What follows belongs to an exercise in optimizing a design on an open flow for small area; a production flow would make more cautious choices. In this exercise RTL edits were held to simulation tests only and were not proved equivalent to the original. Power figures rest on the tool's default switching activity, not on a simulated workload.

## v17
==> flow/design.v (excerpt) <==
module klotski(
    input         clk,
    input         rst,
    input  [2:0]  mode,
    input  [4:0]  keyCode,
    input         keyReady,
    input  [9:0]  col,
    input  [8:0]  row,
    input  [11:0] Din,
    input         test,
    input  [4:0]  testnum,
    input  [4:0]  testnum2,
    output [11:0] Dout,
    output [4:0]  ROMmux,
    output [12:0] ROMaddr,
    output        DisplayMux,
    output        rdn,
    output [15:0] DisplaySerial,
    output [4:0]  cur_q,
    output [4:0]  loc_q
);
Size: about 2600 cells after synthesis, about 110 I/O pins, about 23000 um2 of cells after synthesis.
export LEC_CHECK = 0
export ABC_AREA = 1
export CAP_MARGIN = 0
export CORE_MARGIN = 2
export CORE_UTILIZATION = 60
export CTS_CLUSTER_DIAMETER = 60
export CTS_CLUSTER_SIZE = 30
export SLEW_MARGIN = 0
create_clock -name core_clock -period 15.0 [get_ports {clk}]
run.sh (not shown) runs the stock make flow with config.mk's settings and CLKGATE_MAP_FILE= SYNTH_SCRIPT=/design/flow/synth_recipe.tcl, a recipe that flattens the netlist after the stock synthesis.
The flow did not stop early for v17: all stages ran, and the layout cleared the timing, DRC and antenna checks.
Changes in v34 relative to v17:
- CTS_CLUSTER_SIZE no longer set, was 30
- CORE_UTILIZATION now 40, was 60
- SLEW_MARGIN now 20, was 0
- CAP_MARGIN now 20, was 0
- CTS_CLUSTER_DIAMETER no longer set, was 60
Results
- Relative to v17, portion of total power attributed to the clock network has increased by 5.2 points in v34.
- Compared to v17, v34 has post-route clock period utilization 0.98 points higher.
- Relative to v17, the via count of the first global-routing pass measured on v34 has decreased slightly.
- From v34 to v17, synthesized cell count did not move at all.
- v17 ended up with fewer cell instances than v34 did.
Here is what was changed in the inputs of v24 compared with v34.
==> flow/flow/run.sh (new file) <==
#!/bin/bash
# Own layout flow: the standard synthesis, then the combinational logic
# re-mapped by ABC for area (flip-flops untouched), then the standard
# floorplan-to-finish flow on the re-mapped netlist.
set -euo pipefail
W=$(pwd)
RES=$W/orfs/results/${FLOW_PLATFORM}/klotski/base
LIB=$FLOW_HOME/platforms/${FLOW_PLATFORM}/lib/sky130_fd_sc_hd__tt_025C_1v80.lib

bash standard.sh synth > $W/synth.log 2>&1
cp $RES/1_2_yosys.v $W/standard_synth.v

REMAP_LIB=$LIB REMAP_IN=$W/standard_synth.v REMAP_TOP=$FLOW_TOP \
REMAP_SCRIPT=$W/flow/area.abc REMAP_STAT=$W/remap_stat.txt REMAP_OUT=$W/remapped.v \
    yosys -c $W/flow/remap.tcl > $W/remap.log 2>&1

cp $W/remapped.v $RES/1_2_yosys.v
rm -f $RES/1_synth.odb $RES/1_synth.sdc
bash standard.sh finish > $W/layout.log 2>&1
==> flow/flow/area.abc (new file) <==
strash
dch -f
map -a
strash
dch -f
map -a
topo
==> flow/flow/remap.tcl (new file) <==
# Re-map the combinational logic of the standard synthesis netlist for area.
# The flip-flops and tie cells keep their cell types and instance names.
yosys -import
set lib     $::env(REMAP_LIB)
set netlist $::env(REMAP_IN)
set top     $::env(REMAP_TOP)
set script  $::env(REMAP_SCRIPT)

# cells ABC must not use: the platform's don't-use cells (lpflow_*, probes)
set dont_use {}
set fh [open $lib r]
while {[gets $fh line] >= 0} {
    if {[regexp {^\s*cell\s*\(\s*"?(sky130_fd_sc_hd__(lpflow_|probe)[A-Za-z0-9_]*)"?\s*\)} $line -> name]} {
        lappend dont_use -dont_use $name
    }
}
close $fh

read_liberty -ignore_miss_func $lib
# sequential, tie and multi-output cells stay as they are
foreach c {sky130_fd_sc_hd__edfxtp_1 sky130_fd_sc_hd__dfxtp_1 sky130_fd_sc_hd__conb_1} {
    blackbox $c
}
read_verilog $netlist
hierarchy -top $top
flatten
hierarchy -top $top
opt_clean -purge
abc -liberty $lib -script $script {*}$dont_use
opt_clean -purge
read_liberty -lib -overwrite $lib
hilomap -singleton -hicell sky130_fd_sc_hd__conb_1 HI -locell sky130_fd_sc_hd__conb_1 LO
splitnets
opt_clean -purge
yosys rename -enumerate -pattern remap_%
insbuf -buf sky130_fd_sc_hd__buf_4 A X
check -assert
tee -o $::env(REMAP_STAT) stat -liberty $lib
write_verilog -noattr -nohex -nodec $::env(REMAP_OUT)
==> flow/standard.sh (new file) <==
#!/bin/bash
# synth_recipe.tcl (not shown) runs the flow's synth.tcl, then flattens the netlist and writes it again
# the make line also repeats each setting of config.mk as NAME=value (left out here)
make -C /OpenROAD-flow-scripts/flow DESIGN_CONFIG=/design/flow/config.mk WORK_HOME=/design/flow/orfs CLKGATE_MAP_FILE= SYNTH_SCRIPT=/design/flow/synth_recipe.tcl "${@:-finish}"
removed: flow/run.sh
### Flow results
v24 — routed metal-1 wirelength 4800 um lower, v34 as reference
Delta (v24 minus v34): synthesized area saw a decrease, first-iteration DRC count saw a decrease, number of buffers created by CTS saw a decrease.
[compare] base=v34 new=v24: quantity of hold-fixing buffers added after cts essentially unchanged; setup slack of the critical path after layout decreased 0.97 ns.
The slew at the pin with the worst max-slew slack in v24 sits 0.030 ns below the value recorded for v34.
Compared with v34, v24 supports a lower clock frequency.
When v24 is measured against v34, its total track usage turns out 0.20 points lower.
Against v34, v24 comes in 3300 um2 lower on combined area of the multi-input logic cells.
Total number of vias ends up higher on v34.
Relative to v24, the following input files were edited for v56:
- SLEW_MARGIN changed from 20 to 0
- CAP_MARGIN changed from 20 to 0
- CORE_UTILIZATION changed from 40 to 60
==> flow/run.sh (new file) <==
#!/bin/bash
# synth_recipe.tcl (not shown) runs the flow's synth.tcl, then flattens the netlist and writes it again
# the make line also repeats each setting of config.mk as NAME=value (left out here)
make -C /OpenROAD-flow-scripts/flow DESIGN_CONFIG=/design/flow/config.mk WORK_HOME=/design/flow/orfs CLKGATE_MAP_FILE= SYNTH_SCRIPT=/design/flow/synth_recipe.tcl finish
removed: flow/flow/run.sh
removed: flow/flow/area.abc
removed: flow/flow/remap.tcl
removed: flow/standard.sh
Findings:
Re met1 capacity usage during global routing: v56 and v24 aren't equal, and the lower value belongs to v24. From v56 to v24, number of max-slew violations in the final report did not move at all. [compare] base=v24 new=v56: global-route wire length before repair went up by 17%; via count of the first global-routing pass went up by 4277. Sequential share of layout area ended up 7.1 points lower on v56 than on v24. Switching power of the nets, v56 and v24, higher one = v56. Between v24 and v56, total combinational power increased. Looking at shortest clock period the worst path allows after layout, v56 sits 1.12 ns below v24. Number of non-clock buffers: v56 > v24. v56 against v24: total detailed-routing wirelength went up 12%, clock share of power down 3.7 points.

what the ideal ports hide:
The flow's constraints put no driver on any port. The routed layouts listed below were extracted and timed again, unchanged, in two steps.
Step 1: set_driving_cell puts a clkbuf_16 on clk and a buf_2 on each other input, an assumption about the parent block.
Step 2 adds t to the input delays and takes it off the output delays; t is the mean of the earliest and latest rising clock arrival at the registers after step 1. Input paths then give back, and output paths get back, about the clock's delay inside the block.
Three values: ideal ports, drivers, drivers and shift; two values: the first two.
run | t, ns | slack for setup (ns) | slew at the worst register clock pin (ns) | cell pins on the clock port's net
v17 | 0.657 | 2.731 / 2.694 / 2.694 | 0.10 / 0.10 | 1
v34 | 0.639 | 2.584 / 2.540 / 2.540 | 0.06 / 0.06 | 1
v24 | 0.619 | 1.612 / 1.585 / 1.585 | 0.07 / 0.07 | 1
v56 | 0.634 | 2.731 / 2.694 / 2.694 | 0.06 / 0.06 | 1
After both steps every run listed still meets setup and hold. For v34, which loses most, drivers alone change the setup slack by -0.044 ns; drivers and shift together by -0.044 ns.
